This is an optimization exercise on Yosys and OpenROAD, whose aim is small area, a short achievable clock period and few clock cycles, not a production implementation.
Function was checked by simulation only, so behaviour that the tests miss may differ from the original.
Power figures rest on the tool's default switching activity, not on a simulated workload.

## raven
// CPU
module CPU(clk,
            rst_n,
            wen_D,
            addr_D,
            wdata_D,
            rdata_D,
            addr_I,
            rdata_I);
Size: roughly 6,600 cells after synthesis.
clock: 12.0 ns
lec_check: 0
cap_margin: 20
core_margin: 2
core_utilization: 40
cts_cluster_diameter: 60
cts_cluster_size: 20
place_density: 0.6
slew_margin: 20
tns_end_percent: 100
standard.sh (not shown) runs the stock make flow with config.mk's settings and CLKGATE_MAP_FILE= SYNTH_SCRIPT=/design/flow/synth_recipe.tcl, a recipe that flattens the netlist after the stock synthesis.
==> flow/flow/run.sh <==
#!/bin/bash
set -uo pipefail
bash standard.sh SETUP_SLACK_MARGIN=7.4 \
  "BUFFER_PORTS_ARGS=-buffer_cell sky130_fd_sc_hd__buf_4" \
  finish > standard_flow.log 2>&1
Testbench counts of raven, summed over its fixed seeds: cycles 68,973.
### raven -> nickel
--- a/flow/design.v
+++ b/flow/design.v
@@ -15,19 +15,18 @@
     input  [31:0] rdata_I;
     integer k;
     reg  [31:0] PC;           
     reg         ex_v;         
     reg  [31:0] IR;           
     reg  [31:0] ex_a;         
     reg  [31:0] ex_b;         
     reg  [31:0] ex_alt;       
     reg         ex_pt;        
-    reg  [15:2] ras;          
     reg         d_br, d_jalr, d_md, d_ld, d_st, d_wr, d_useb, d_sub, d_lui;
     reg         d_rs_sum, d_rs_sh, d_rs_slt, d_rs_alt;    
     reg         ex_fw1;       
     reg         ex_fw2;       
     reg         ex_fwl2;      
     reg         m_wr;         
     reg         m_ld;         
     reg         m_st;         
     reg  [4:0]  m_rd;
@@ -150,20 +149,19 @@
                        is_mul   ? {ex_a[29:0], 2'b0} :
                        md_al    ? sh_res :
                                   {1'b0, ex_a[31:1]};
     wire [31:0] md_b = md_start ? (is_mul ? 32'b0 : a) :
                        (is_mul | ~md_al) ? (is_mul ? ad_s[31:0] : rem_n) :
                                   ex_b;
     wire md_wait  = i_md & ~(md_busy & md_last);
     wire stall    = ex_v & md_wait;              
     wire ex_go    = ex_v & ~stall;
-    wire ret_ok   = (a[31:1] == PC[31:1]);
-    wire redirect = ex_go & ((d_jalr & ~(ex_pt & ret_ok)) | (d_br & (taken ^ ex_pt)));
+    wire redirect = ex_go & (d_jalr | (d_br & (taken ^ ex_pt)));
     wire [31:0] rtgt = d_jalr ? {sum[31:1], 1'b0} : ex_alt;
     always @(posedge clk or negedge rst_n) begin
         if (!rst_n)
             md_busy <= 1'b0;
         else if (ex_v & i_md)
             md_busy <= ~(md_busy & md_last);
     end
     wire [31:0] md_xq_n = md_start ? (is_mul ? (a_fewer ? a : b) : {32{bz}}) :
                           is_mul   ? {2'b0, md_xq[31:2]} :
@@ -196,20 +194,18 @@
     wire        f_U    = ~fi[6] & fi[2];
     wire        f_jalr =  fi[6] & fi[2] & ~fi[3];
     wire        f_ld   = ~fi[6] & ~fi[5] & ~fi[4];
     wire        f_st   = ~fi[6] &  fi[5] & ~fi[4];
     wire        f_opimm= ~fi[6] & ~fi[5] &  fi[4] & ~fi[2];
     wire        f_op   = ~fi[6] &  fi[5] &  fi[4] & ~fi[2];
     wire        f_use1 = ~f_U & ~f_jal;
     wire        f_use2 = fi[5] & ~fi[2] & (~fi[4] | ~fi[6]);    
     wire        f_pt   = f_jal | (f_br & fi[31]);
-    wire        f_ret  = (fi == 32'h00008067);           
-    wire [31:0] f_ret_tgt = {PC[31:16], ras, 2'b00};
     wire [31:0] f_imm  = f_U   ? {fi[31:12], 12'b0} :
                          fi[3] ? {{11{fi[31]}}, fi[31], fi[19:12], fi[20], fi[30:21], 1'b0} :
                                  {{19{fi[31]}}, fi[31], fi[7], fi[30:25], fi[11:8], 1'b0};
     wire [31:0] f_tgt  = PC + f_imm;
     wire [31:0] f_pc4  = PC + 32'd4;
     wire        f_byp1 = m_wr & (m_rd == f_rs1);
     wire        f_byp2 = m_wr & (m_rd == f_rs2);
     wire [31:1] rf_rd_ok;
     genvar gk;
@@ -247,19 +243,19 @@
         end else begin
             m_wr   <= n_wr;
             m_ld   <= ex_go & i_ld;
             m_st   <= ex_go & i_st;
             ex_fw1 <= n_fw1;
             ex_fw2 <= n_fw2;
             ex_fwl2 <= n_fwl2;
             if (~stall) begin
                 ex_v <= ~redirect & ~f_lu;
-                PC   <= redirect ? rtgt : (f_lu ? PC : (f_pt ? f_tgt : (f_ret ? f_ret_tgt : f_pc4)));
+                PC   <= redirect ? rtgt : (f_lu ? PC : (f_pt ? f_tgt : f_pc4));
             end
         end
     end
     always @(posedge clk) begin
         m_rd  <= rd;
         m_val <= ex_res;
         m_sd  <= (md_start | md_busy) ? md_xq_n : (ex_fwl2 ? rdata_D : b);
         if (~stall) begin
             IR     <= fi;
@@ -270,21 +266,19 @@
             d_st     <= f_st;
             d_wr     <= ~f_st & ~f_br & (fi[11:7] != 5'd0);
             d_useb   <= f_op | f_br;
             d_sub    <= f_op & fi[30] & ~fi[25];
             d_lui    <= f_U & fi[5];
             d_rs_sum <= (f_op & ~fi[25]) | f_ld | f_st | (f_opimm & (fi[14:12] == 3'b000));
             d_rs_sh  <= f_opimm & fi[12];
             d_rs_slt <= f_opimm & fi[13];
             d_rs_alt <= f_jal | f_jalr | f_U;
-            ex_pt  <= f_pt | f_ret;
-            if (f_jal & (fi[11:7] == 5'd1))
-                ras <= f_pc4[15:2];
+            ex_pt  <= f_pt;
             ex_alt <= (f_pt | f_jalr) ? f_pc4 : f_tgt;
         end
         ex_a <= f_r1 | o_a;
         ex_b <= f_r2 | o_b;
     end
     assign addr_I  = PC;
     assign wen_D   = m_st;
     assign addr_D  = m_val;
     assign wdata_D = m_sd;
==> comparison <==
STATUS leakage power: nickel loses against raven. Across nickel and raven, the outcome is the same: a clean finish for every run. From raven to nickel the numbers moved as follows: pin count of the biggest net entering global routing shows a reduction of 6.0%, clock period minus worst slack went down 0.26 ns, placed wire-length estimate after detailed placement went up by about 1.7%. raven has lower combinational share of power than nickel. On sequential power, raven tracks nickel almost exactly. Slowest cell on the critical path: sky130_fd_sc_hd__or3b_2 -> raven, sky130_fd_sc_hd__dfxtp_1 -> nickel. Going from raven to nickel, power per cell area higher; setup slack higher; proportion of layout cells with a drive suffix above 1 higher; initial core utilization roughly the same. After detailed routing, raven needs less wire than nickel. The non-clock buffer total of the final layout reported for nickel is greater than that of raven by 179. Overall power consumption on nickel is up relative to raven.
Testbench counts of nickel, summed over its fixed seeds: cycles 70,086.

-- port drivers added, routing unchanged --
No port has a modelled driver above. Below, the same layouts with a new extraction and two added sets of constraints. Step 1 sets driving cells, clkbuf_16 on the clock port and buf_2 on the other inputs (assumed; they add their load-dependent delay and slew). Step 2 also shifts input and output timing later by t, the mid clock arrival at the registers, as if the neighbouring blocks saw the same clock. a / b / c = ideal ports / drivers / drivers and shift; a / b = the first two.
run	t (ns)	setup slack, ns	clock arrival spread, ns	slew at the worst register clock pin (ns)
raven	0.939	6.811 / 6.811 / 5.965	0.063 / 0.063	0.09 / 0.09
nickel	0.893	7.070 / 7.070 / 6.244	0.111 / 0.111	0.09 / 0.09
After both steps every run listed still meets setup and hold. The setup slack of raven, which loses most, moves by 0.000 ns with the drivers and by -0.846 ns with both steps.
